This is an optimization exercise on Yosys and OpenROAD, whose aim is small area and a short achievable clock period, not a production implementation. The RTL was checked by simulation tests, not by an equivalence proof against the original design. No activity file was given, so power comes from the tool's default toggle rates.

==> flow/design.v (outline; a module is shown in full before it is edited, if it fits) <==
// module G_XOR2: 3 lines
// module G_XNOR2: 3 lines
// module G_INV: 3 lines
// module G_NAND2: 3 lines
// module G_NOR2: 3 lines
// module G_AOI21: 3 lines
// module G_OAI21: 3 lines
// module G_AND2: 3 lines
// module G_AO21: 3 lines
// module G_MUX2: 3 lines
// module G_MUX2I: 3 lines
// module G_ZERO_T: 3 lines
// module G_ZERO_I: 3 lines
// module ALU_Logic_Bit: 4 lines
// module ALU_Result_Bit: 5 lines
// module G_HA: 4 lines
// module ALU: 963 lines
// module PC_Unit: 306 lines
// module RF_Write_Cell: 3 lines
// module RF_AOI222: 4 lines
// module RF_NAND4: 3 lines
// module RF_AND3: 3 lines
// module RF_NOR2: 3 lines
// module RF_NAND2: 3 lines
// module RF_NAND3: 3 lines
// module RF_AOI21: 3 lines
// module RF_Tail_Imm: 3 lines
// module RF_Read_Port: 29 lines
// module Store_Offset: 23 lines
// module WD_Bit2: 3 lines
// module WD_Bit3: 4 lines
// module Store_Data: 16 lines
// module Microprocessor: 184 lines
module Microprocessor
    (
        input wire clk,
        input wire rst,
        output logic [31:0] imem_addr,
        input logic [31:0] imem_data,
        output logic dmem_en,
        output logic [3:0] dmem_we,
        output logic [12:0] dmem_addr,
        output logic [31:0] dmem_wdata,
        input logic [31:0] dmem_rdata,
        output logic [31:0] register_in,
        output logic [31:0] pc,
        output logic reg_wr,
        output logic [4:0] reg_wr_sel
    );
  // ...
==> flow/flow/run.sh <==
#!/bin/bash
# Layout flow: the standard ORFS layout (standard.sh) with one change: the
# input and output ports are buffered with buf_2 cells instead of the
# clkdlybuf4s50 delay cells that buffer_ports picks on its own. Every port
# still gets its buffer; everything else is the standard flow. ORFS keeps each
# step's full log under orfs/logs/; make's own output goes to orfs_flow.log.
set -euo pipefail
cd "$(dirname "$0")/.."
bash ./standard.sh "BUFFER_PORTS_ARGS=-buffer_cell sky130_fd_sc_hd__buf_2" finish > orfs_flow.log 2>&1
==> flow/standard.sh <==
#!/bin/bash
# synth_recipe.tcl (not shown) runs the flow's synth.tcl, then flattens the netlist and writes it again
# the make line also repeats each setting of config.mk as NAME=value (left out here)
make -C /OpenROAD-flow-scripts/flow DESIGN_CONFIG=/design/flow/config.mk WORK_HOME=/design/flow/orfs CLKGATE_MAP_FILE= SYNTH_SCRIPT=/design/flow/synth_recipe.tcl "${@:-finish}"
==> flow/config.mk <==
export PLATFORM = sky130hd
export DESIGN_NAME = Microprocessor
export DESIGN_NICKNAME = Microprocessor
export VERILOG_FILES = /design/flow/design.v
export SDC_FILE = /design/flow/constraint.sdc
export NUM_CORES = 4
export LEC_CHECK = 0
export CAP_MARGIN = 20
export CORE_MARGIN = 2
export CORE_UTILIZATION = 42
export CTS_BUF_LIST = sky130_fd_sc_hd__clkbuf_8
export CTS_CLUSTER_DIAMETER = 50
export CTS_CLUSTER_SIZE = 16
export SETUP_SLACK_MARGIN = 5
export SLEW_MARGIN = 30
export SYNTH_HIERARCHICAL = 1
export SYNTH_MINIMUM_KEEP_SIZE = 0
==> flow/constraint.sdc <==
create_clock -name core_clock -period 15.0 [get_ports {clk}]
set_input_delay 3.0000 -clock core_clock [delete_from_list [all_inputs] [get_ports {clk}]]
set_output_delay 3.0000 -clock core_clock [all_outputs]
set_load 0.01 [all_outputs]
==> reports/results.txt, run 1 <==
Non-CTS inverters: 139
Tapcells: 1742
Non-Filler Instances: 7922
Gates resized, CTS repair: 452
Critical Path AT: 7.75 ns
Design Power: 6020 uW
share of layout cells above drive strength 1: 0.246
die height: 365 um
max FFs per register: 992
Largest stage delay, worst path: 0.76 ns
R2R depth: 36
buffer count from post-CTS setup fixing: 153
Final WS setup: 4.25 ns
GRT Total Usage: 0.413
Top pwr grp: sequential cells
root buffer cell: clkbuf_8
post-route clock period utilization: 0.716
critical path depth: 20
Setup crit start: imem_data[23]
f_max: 93.1 MHz
Initial Util: 0.423
RSZ-0062 raised after global routing: yes
GR Util met3: 0.135
Final Hold Vio Count: 0
Max Root-Sink Buffers: 3
DRC viols: 0
most frequent cell on the critical path: nor2_4
Slew headroom: 0.278
P_leak: 0.0258 uW
first-pass GRT wire length: 402000 um
status: finished clean
largest net degree at the start of global routing: 41
largest reg by FF count: rf
Period minus WS final: 10.75 ns
DR pass1 iterations: 15
Final ANT Viol Nets: 0
Avg Cell Area, Syn: 10.2 um^2
Comb. pwr: 722 uW
WP buf/inv: 6
ant diodes: 8
total global routing overflow: 0
fraction of area in multi-input gates: 0.505
==> inputs of run 2 (changes only) <==
--- a/flow/config.mk
+++ b/flow/config.mk
@@ -6,5 +6,5 @@
 export NUM_CORES = 4
 export LEC_CHECK = 0
-export CAP_MARGIN = 20
+export CAP_MARGIN = 10
 export CORE_MARGIN = 2
 export CORE_UTILIZATION = 42
@@ -13,5 +13,5 @@
 export CTS_CLUSTER_SIZE = 16
 export SETUP_SLACK_MARGIN = 5
-export SLEW_MARGIN = 30
+export SLEW_MARGIN = 15
 export SYNTH_HIERARCHICAL = 1
 export SYNTH_MINIMUM_KEEP_SIZE = 0
==> reports/results.txt, run 2 <==
commonest non-fill, non-tap cell in the layout: dfxtp_1 (unchanged)
Syn Std Cell Area: 0.0548 mm^2 (unchanged)
Tightest Hold Check Type: register to register (unchanged)
Final ANT Viol Nets: 0 (unchanged)
clock sink count: 1104 (unchanged)
TritonCTS clock tree: yes (unchanged)
most frequent cells in the layout: dfxtp_1, a22o_1, a222oi_1 (unchanged)
Critical Path AT: 7.70 ns (was 7.75 ns)
core area: 0.129 mm^2 (unchanged)
Mapped Cells: 5393 (unchanged)
Final Hold Vio Count: 0 (unchanged)
IO buf count: 216 (unchanged)
critical path fanouts, max: 32 (unchanged)
total routed wire length on the met1 layer: 104000 um (was 105000 um)
Non-Filler Instances: 7842 (was 7922)
Inst Count DP: 7387 (was 7403)
DR WL/cell: 37.0 um (was 37.3 um)
RSZ-0062 raised after global routing: yes (unchanged)
DRC viols: 0 (unchanged)
Vias/cell: 7.48 (was 7.52)
num rows: 132 (unchanged)
Top Layer Used: met4 (was met5)
post-route clock period utilization: 0.714 (was 0.716)
P_leak: 0.0253 uW (was 0.0258 uW)
Max Root-Sink Buffers: 3 (unchanged)
io pins: 218 (unchanged)
Final nets: 6165 (was 6238)
Pwr Density: 87.0 mW/mm^2 (was 87.5 mW/mm^2)
status: finished clean (unchanged)
total negative slack: 0 ns (unchanged)
Met2 Routed Length: 118000 um (was 119000 um)
H-tree depth: 3 (unchanged)
Clk network pwr share: 0.373 (was 0.382)
max-cap viol count: 0 (unchanged)
Worst EP required: 12.00 ns (about the same)
final max-slew violation count: 0 (unchanged)
DR pass1 iterations: 15 (unchanged)
WS Path Type: input pin to output port (unchanged)
root buffer cell: clkbuf_8 (unchanged)
Routability Congestion: 1.09 (unchanged)
pin slew with the least headroom to its limit: 1.36 ns (was 1.08 ns)
crit end category: output port (unchanged)
CTS buffer count: 112 (was 115)
die height: 365 um (unchanged)
initial antenna violation count: 9 (was 10)
Sw Share: 0.304 (was 0.306)
routed wire length: 290000 um (was 296000 um)
area grow syn2layout: 23.9% (was 25.7%)
Slew headroom: 0.0919 (was 0.278)
WL met3: 41000 um (was 42200 um)
Period minus WS final: 10.70 ns (was 10.75 ns)
HPWL Detailed: 175000 um (was 176000 um)
Psw: 1800 uW (was 1840 uW)
largest net degree at the start of global routing: 40 (was 41)
share of layout cells above drive strength 1: 0.237 (was 0.246)
GRT Total Usage: 0.409 (was 0.413)
Final Skew: 0.0596 ns (was 0.0589 ns)
clock insertion delay at the later pin of the skew report: 0.88 ns (was 0.92 ns)
Syn Nets: 5556 (unchanged)
Avg Cell Area, Syn: 10.2 um^2 (unchanged)
first-pass GRT wire length: 399000 um (was 402000 um)
largest reg by FF count: rf (unchanged)
Post-CTS Hold Fix Bufs: 0 (unchanged)
die area: 0.133 mm^2 (unchanged)
total global routing overflow: 0 (unchanged)
number of global-route vias before repair: 53400 (was 53700)
combinational power share: 0.119 (was 0.120)
Initial Util: 0.423 (unchanged)
Initial DRC Count: 13700 (was 14200)
die width: 365 um (unchanged)
Int Power: 4100 uW (was 4170 uW)
max FFs per register: 992 (unchanged)
synth warn: 10 (unchanged)
f_max: 93.4 MHz (was 93.1 MHz)
Final setup violation count: 0 (unchanged)
DR vias: 58700 (was 59600)
Critical Path Start Type: input pin (unchanged)
Worst IR Drop VDD: 0.0000666 V (was 0.0000738 V)
Reg power frac: 0.508 (was 0.498)
Worst-path clk slew: 0.09 ns (was 0.08 ns)
run 2: power groups by stage:
stage | Combinational, uW | Clock (uW) | Sequential (uW)
after floorplan | 292 | 0 | 3050
after global placement | 571 | 0 | 3060
after detailed placement | 573 | 0 | 3060
after CTS | 640 | 2200 | 2990
after global routing | 706 | 2320 | 3000
final | 703 | 2200 | 2990
run 2: metal layers:
layer	up-vias	track usage
met5	-	0
li1	23900	-
met3	1096	0.124
met1	28400	0.509
met2	5198	0.589
met4	0	0.315
run 2: final cells by class:
cell class / count / area [um^2]
Sequential cell: 1104 / 22100
Timing Repair Buffer: 630 / 5600
Clock buffer: 120 / 1650
Clock inverter: 88 / 932
Tap cell: 1742 / 2180
Inverter: 139 / 532
Fill cell: 11700 / 61700
Multi-Input combinational cell: 4015 / 34800
Antenna cell: 4 / 10.0
run 2: what timing repair did:
item,4_1_cts,5_1_grt
resized for setup,439,140
buffers inserted,147,61
pin swaps,172,106
endpoints found under the setup margin,49,49
cloned,25,7
run 2: final timing paths:
path,slack [ns],end,startpoint,depth (start not counted)
hold reg to reg,0.33,ba2[0],ba1[0],0
setup / recovery,4.30,dmem_wdata[26],imem_data[17],18
setup reg to reg,6.94,rf[927],PC[2],36
hold / removal,0.33,ba2[0],ba1[0],0
run 2: metrics by stage:
stage          area (um^2)  hold slack (ns)  total power (uW)   util  worst slack [ns]
2_1_floorplan        55000            0.310              3350      -              4.77
3_3_place_gp         60200            0.313              3630  0.465              3.01
3_5_place_dp         60200            0.315              3630  0.465              3.01
4_1_cts              66400            0.333              5840  0.513              4.78
5_1_grt              67800            0.343              6030  0.524              4.46
6_report             67800            0.333              5900  0.524              4.30
run 2: critical path, cell delays in order:
cell and delay, ns:
buf_12 0.13, nand3b_1 0.17, buf_12 0.15, nor2_4 0.05, buf_8 0.21, a222oi_1 0.55
nand4_1 0.68, nor2_4 0.45, nand2_8 0.15, a31o_1 0.24, o221ai_1 0.17, o21ai_1 0.12
nor4_2 0.30, o221ai_2 0.18, and3_4 0.24, a222oi_1 0.59, inv_1 0.12, buf_2 0.17

static timing again, ports no longer ideal:
The results above use ideal ports. As a check the final layouts listed here were re-extracted and re-timed, cells and wires unchanged.
Step 1, drivers: a clkbuf_16 drives clk and a buf_2 each remaining input, both assumed.
Step 2 adds t to the input delays and takes it off the output delays; t is the mean of the earliest and latest rising clock arrival at the registers after step 1. Input paths then give back, and output paths get back, about the clock's delay inside the block.
Slacks: ideal ports / drivers / drivers and shift; pairs: ideal ports / drivers.
| run | t (ns) | slack for setup (ns) | worst setup path after step 2 | worst slew at a driven data input, ns |
|---|---|---|---|---|
| run 1 | 0.971 | 4.255 / 4.002 / 4.002 | input to output | 0.30 |
| run 2 | 0.928 | 4.297 / 4.219 / 4.219 | input to output | 0.12 |
After both steps every run listed still meets setup and hold. The setup slack of run 1, which loses most, moves by -0.253 ns with the drivers and by -0.253 ns with both steps.
